This is an optimization exercise on Yosys and OpenROAD, whose aim is small area, a short achievable clock period and few clock cycles, not a production implementation.
Where RTL was checked, it was by simulation tests only, not by an equivalence proof against the original.

==> flow/design.v <==
module shifter(in, shift, sout);
  input [15:0] in;
  input [1:0] shift;
  output reg [15:0] sout;
  always @(*)
    case (shift)
      2'b00: sout = in;
      2'b01: sout = {in[14:0], 1'b0};
      2'b10: sout = {1'b0, in[15:1]};
      default: sout = {in[15], in[15:1]};
    endcase
endmodule
module ALUpg(Ain, Bin, is_alu, ALUop, P, G, e);
  input [15:0] Ain, Bin;
  input is_alu;
  input [1:0] ALUop;
  output [15:0] P, G;
  output e;
  wire is_and = is_alu & (ALUop == 2'b10);
  wire use_a  = is_alu & (ALUop != 2'b11);
  wire binv   = is_alu & ALUop[0];
  wire cin    = is_alu & (ALUop == 2'b01);
  wire [15:0] a  = use_a ? Ain : 16'd0;
  wire [15:0] bb = binv ? ~Bin : Bin;
  wire [15:0] p = is_and ? (Ain & Bin) : (a ^ bb);
  wire [15:0] g = is_and ? 16'd0 : (a & bb);
  wire p0 = cin ? (Ain[0] ^ Bin[0]) : p[0];
  wire g0 = cin ? (Ain[0] | ~Bin[0]) : g[0];
  wire [15:0] pf = {p[15:1], p0};
  wire [15:0] gf = {p[15] ^ Ain[15], g[14:1], g0};
  genvar i;
  generate
    for (i = 0; i < 16; i = i + 1) begin : pg
      if (i % 2 == 1 && i < 15) begin
        assign G[i] = gf[i] | (pf[i] & gf[i-1]);
      end else begin
        assign G[i] = gf[i];
      end
    end
  endgenerate
  assign P = pf;
  assign e = is_alu & ~(Ain[15] ^ Bin[15]);
endmodule
module ALUsum(P, G, out, Z, c15);
  input [15:0] P, G;
  output [15:0] out;
  output Z, c15;
  wire [15:0] g0 = {1'b0, G[14:1], G[0]};
  wire [15:0] p0 = {P[15:1], 1'b0};
  wire [15:0] g1, p1, g2, p2, g3, p3, g4, p4;
  genvar i;
  generate
    for (i = 0; i < 16; i = i + 1) begin : l1
      if (i % 2 == 1) begin
        assign g1[i] = g0[i];
        assign p1[i] = p0[i] & p0[i-1];
      end else begin
        assign g1[i] = g0[i];
        assign p1[i] = p0[i];
      end
    end
    for (i = 0; i < 16; i = i + 1) begin : l2
      if (i % 4 >= 2) begin
        assign g2[i] = g1[i] | (p1[i] & g1[(i/4)*4+1]);
        assign p2[i] = p1[i] & p1[(i/4)*4+1];
      end else begin
        assign g2[i] = g1[i];
        assign p2[i] = p1[i];
      end
    end
    for (i = 0; i < 16; i = i + 1) begin : l3
      if (i % 8 >= 4) begin
        assign g3[i] = g2[i] | (p2[i] & g2[(i/8)*8+3]);
        assign p3[i] = p2[i] & p2[(i/8)*8+3];
      end else begin
        assign g3[i] = g2[i];
        assign p3[i] = p2[i];
      end
    end
    for (i = 0; i < 16; i = i + 1) begin : l4
      if (i >= 8) begin
        assign g4[i] = g3[i] | (p3[i] & g3[7]);
        assign p4[i] = p3[i] & p3[7];
      end else begin
        assign g4[i] = g3[i];
        assign p4[i] = p3[i];
      end
    end
  endgenerate
  assign out = {P[15:1] ^ g4[14:0], P[0]};
  assign c15 = g4[14];
  assign Z = ~P[0] & ~(P[1] ^ G[0]) & ~|(P[15:2] ^ (G[14:1] | P[14:1]));
endmodule
module regfile(clk, write, writenum, data_in, readnum_a, data_a, readnum_b, data_b);
  input clk, write;
  input [2:0] writenum, readnum_a, readnum_b;
  input [15:0] data_in;
  output [15:0] data_a, data_b;
  reg [15:0] R0, R1, R2, R3, R4, R5, R6, R7;
  always @(posedge clk)
    if (write)
      case (writenum)
        3'd0: R0 <= data_in;
        3'd1: R1 <= data_in;
        3'd2: R2 <= data_in;
        3'd3: R3 <= data_in;
        3'd4: R4 <= data_in;
        3'd5: R5 <= data_in;
        3'd6: R6 <= data_in;
        3'd7: R7 <= data_in;
      endcase
  function [15:0] rd;
    input [2:0] n;
    input [15:0] r0, r1, r2, r3, r4, r5, r6, r7;
    case (n)
      3'd0: rd = r0;
      3'd1: rd = r1;
      3'd2: rd = r2;
      3'd3: rd = r3;
      3'd4: rd = r4;
      3'd5: rd = r5;
      3'd6: rd = r6;
      default: rd = r7;
    endcase
  endfunction
  assign data_a = rd(readnum_a, R0, R1, R2, R3, R4, R5, R6, R7);
  assign data_b = rd(readnum_b, R0, R1, R2, R3, R4, R5, R6, R7);
endmodule
module cpu(clk, reset, s, load, in, out, N, V, Z, w);
  input clk, reset, s, load;
  input [15:0] in;
  output [15:0] out;
  output N, V, Z, w;
  reg [13:0] ir;
  always @(posedge clk)
    if (load) ir <= in[13:0];
  reg replay;
  always @(posedge clk)
    replay <= s & ~load;
  wire go = (s & load) | replay;
  wire [13:0] I = replay ? ir : in[13:0];
  wire       is_alu  = I[13];           
  wire       is_movi = ~I[13] & I[12];  
  wire [1:0] op = I[12:11];
  wire [2:0] rn = I[10:8];
  wire [1:0] sh = I[4:3];
  wire [2:0] rm = I[2:0];
  reg pw;
  always @(posedge clk)
    pw <= go;
  wire       pmovi = ~ir[13] & ir[12];
  wire [2:0] pwr = pmovi ? ir[10:8] : ir[7:5];
  wire [15:0] result;
  wire [15:0] wdata = pmovi ? {{8{ir[7]}}, ir[7:0]} : result;
  wire [15:0] ra, rb;
  regfile REGFILE(.clk(clk), .write(pw), .writenum(pwr), .data_in(wdata),
                  .readnum_a(rn), .data_a(ra), .readnum_b(rm), .data_b(rb));
  wire [15:0] a = (pw && pwr == rn) ? wdata : ra;
  wire [15:0] m = (pw && pwr == rm) ? wdata : rb;
  wire [15:0] b;
  shifter U1(.in(m), .shift(sh), .sout(b));
  wire [15:0] p_in, g_in;
  wire e_in;
  ALUpg U2(.Ain(a), .Bin(b), .is_alu(is_alu), .ALUop(op),
           .P(p_in), .G(g_in), .e(e_in));
  reg [15:0] P, G;
  reg e;
  always @(posedge clk)
    if (go & ~is_movi) begin
      P <= p_in;
      G <= g_in;
      e <= e_in;
    end
  wire zero, c15;
  ALUsum U3(.P(P), .G(G), .out(result), .Z(zero), .c15(c15));
  reg w_r;
  always @(posedge clk)
    w_r <= ~reset & ~(s & ~load);
  assign out = result;
  assign N = result[15];
  assign Z = zero;
  assign V = e & (c15 ^ G[15]);
  assign w = w_r;
endmodule
export LEC_CHECK = 0
export ABC_AREA = 1
export CAP_MARGIN = 20
export CORE_MARGIN = 2
export CORE_UTILIZATION = 40
export CTS_BUF_LIST = sky130_fd_sc_hd__clkbuf_8
export SETUP_SLACK_MARGIN = 4.3
export SLEW_MARGIN = 20
create_clock -name core_clock -period 8.0 [get_ports {clk}]
standard.sh (not shown) runs the stock make flow with config.mk's settings and CLKGATE_MAP_FILE= SYNTH_SCRIPT=/design/flow/synth_recipe.tcl, a recipe that flattens the netlist after the stock synthesis.
==> flow/flow/run.sh <==
#!/bin/bash
# The standard layout, with plain buf_2 cells as the port buffers (the
# default pick is a slow delay cell).
export BUFFER_PORTS_ARGS="-buffer_cell sky130_fd_sc_hd__buf_2"
bash standard.sh > standard.log 2>&1
The baseline ran to the end with no violations.
Testbench counts at the start, summed over its fixed seeds: cycles 3,200.
==> next run, changes <==
--- a/flow/design.v
+++ b/flow/design.v
@@ -11,9 +11,9 @@
     endcase
 endmodule
-module ALUpg(Ain, Bin, is_alu, ALUop, P, G, e);
+module ALUpg(Ain, Bin, is_alu, ALUop, T, G, e);
   input [15:0] Ain, Bin;
   input is_alu;
   input [1:0] ALUop;
-  output [15:0] P, G;
+  output [15:0] T, G;
   output e;
   wire is_and = is_alu & (ALUop == 2'b10);
@@ -23,29 +23,20 @@
   wire [15:0] a  = use_a ? Ain : 16'd0;
   wire [15:0] bb = binv ? ~Bin : Bin;
-  wire [15:0] p = is_and ? (Ain & Bin) : (a ^ bb);
+  wire [15:0] t = is_and ? (Ain & Bin) : (a | bb);
   wire [15:0] g = is_and ? 16'd0 : (a & bb);
-  wire p0 = cin ? (Ain[0] ^ Bin[0]) : p[0];
+  wire p0 = (is_alu & ~ALUop[1]) ? (Ain[0] ^ Bin[0]) : (t[0] & ~g[0]);
   wire g0 = cin ? (Ain[0] | ~Bin[0]) : g[0];
-  wire [15:0] pf = {p[15:1], p0};
-  wire [15:0] gf = {p[15] ^ Ain[15], g[14:1], g0};
-  genvar i;
-  generate
-    for (i = 0; i < 16; i = i + 1) begin : pg
-      if (i % 2 == 1 && i < 15) begin
-        assign G[i] = gf[i] | (pf[i] & gf[i-1]);
-      end else begin
-        assign G[i] = gf[i];
-      end
-    end
-  endgenerate
-  assign P = pf;
+  wire p15 = t[15] & ~g[15];
+  assign T = {p15, t[14:1], p0};
+  assign G = {p15 ^ Ain[15], g[14:1], g0};
   assign e = is_alu & ~(Ain[15] ^ Bin[15]);
 endmodule
-module ALUsum(P, G, out, Z, c15);
-  input [15:0] P, G;
+module ALUsum(T, G, out, Z, c15);
+  input [15:0] T, G;
   output [15:0] out;
   output Z, c15;
-  wire [15:0] g0 = {1'b0, G[14:1], G[0]};
-  wire [15:0] p0 = {P[15:1], 1'b0};
+  wire [15:0] p = {T[15], T[14:1] & ~G[14:1], T[0]};
+  wire [15:0] g0 = {1'b0, G[14:0]};
+  wire [15:0] p0 = {1'b0, T[14:1], 1'b0};
   wire [15:0] g1, p1, g2, p2, g3, p3, g4, p4;
   genvar i;
@@ -53,5 +44,5 @@
     for (i = 0; i < 16; i = i + 1) begin : l1
       if (i % 2 == 1) begin
-        assign g1[i] = g0[i];
+        assign g1[i] = g0[i] | (p0[i] & g0[i-1]);
         assign p1[i] = p0[i] & p0[i-1];
       end else begin
@@ -88,7 +79,7 @@
     end
   endgenerate
-  assign out = {P[15:1] ^ g4[14:0], P[0]};
+  assign out = {p[15:1] ^ g4[14:0], p[0]};
   assign c15 = g4[14];
-  assign Z = ~P[0] & ~(P[1] ^ G[0]) & ~|(P[15:2] ^ (G[14:1] | P[14:1]));
+  assign Z = ~p[0] & ~(p[1] ^ G[0]) & ~|(p[15:2] ^ T[14:1]);
 endmodule
 module regfile(clk, write, writenum, data_in, readnum_a, data_a, readnum_b, data_b);
@@ -163,5 +154,5 @@
   wire e_in;
   ALUpg U2(.Ain(a), .Bin(b), .is_alu(is_alu), .ALUop(op),
-           .P(p_in), .G(g_in), .e(e_in));
+           .T(p_in), .G(g_in), .e(e_in));
   reg [15:0] P, G;
   reg e;
@@ -173,5 +164,5 @@
     end
   wire zero, c15;
-  ALUsum U3(.P(P), .G(G), .out(result), .Z(zero), .c15(c15));
+  ALUsum U3(.T(P), .G(G), .out(result), .Z(zero), .c15(c15));
   reg w_r;
   always @(posedge clk)
Result:
- register-to-register slack got worse by 20 ps
- fmax decreases by a few percent
- via count rises slightly
- worst hold slack improves by 41 ps
- routed wire length is lower by a few percent
Only the layout flow was run in the second run of this note; the RTL was not checked for function there.

[separate check: timing with driven ports]
In the flow no input, the clock included, has a driving cell. The finished layouts below were timed again as built, in two steps.
Step 1 assumes that a clkbuf_16 drives the clock port and a buf_2 every other input.
Step 2 times the ports against the registers' clock, not the clock port: input delays grow and output delays shrink by t, the midpoint of the rising clock arrivals with the driver on.
Slacks: ideal ports / drivers / drivers and shift; pairs: ideal ports / drivers.
run	t, ns	setup WS [ns]	worst register clock-pin slew, ns
the first run	0.520	4.391 / 4.372 / 3.886	0.12 / 0.12
the second run	0.510	4.288 / 4.248 / 3.913	0.10 / 0.10
After both steps every run listed still meets setup and hold. For the first run, which loses most, drivers alone change the setup slack by -0.019 ns; drivers and shift together by -0.505 ns.
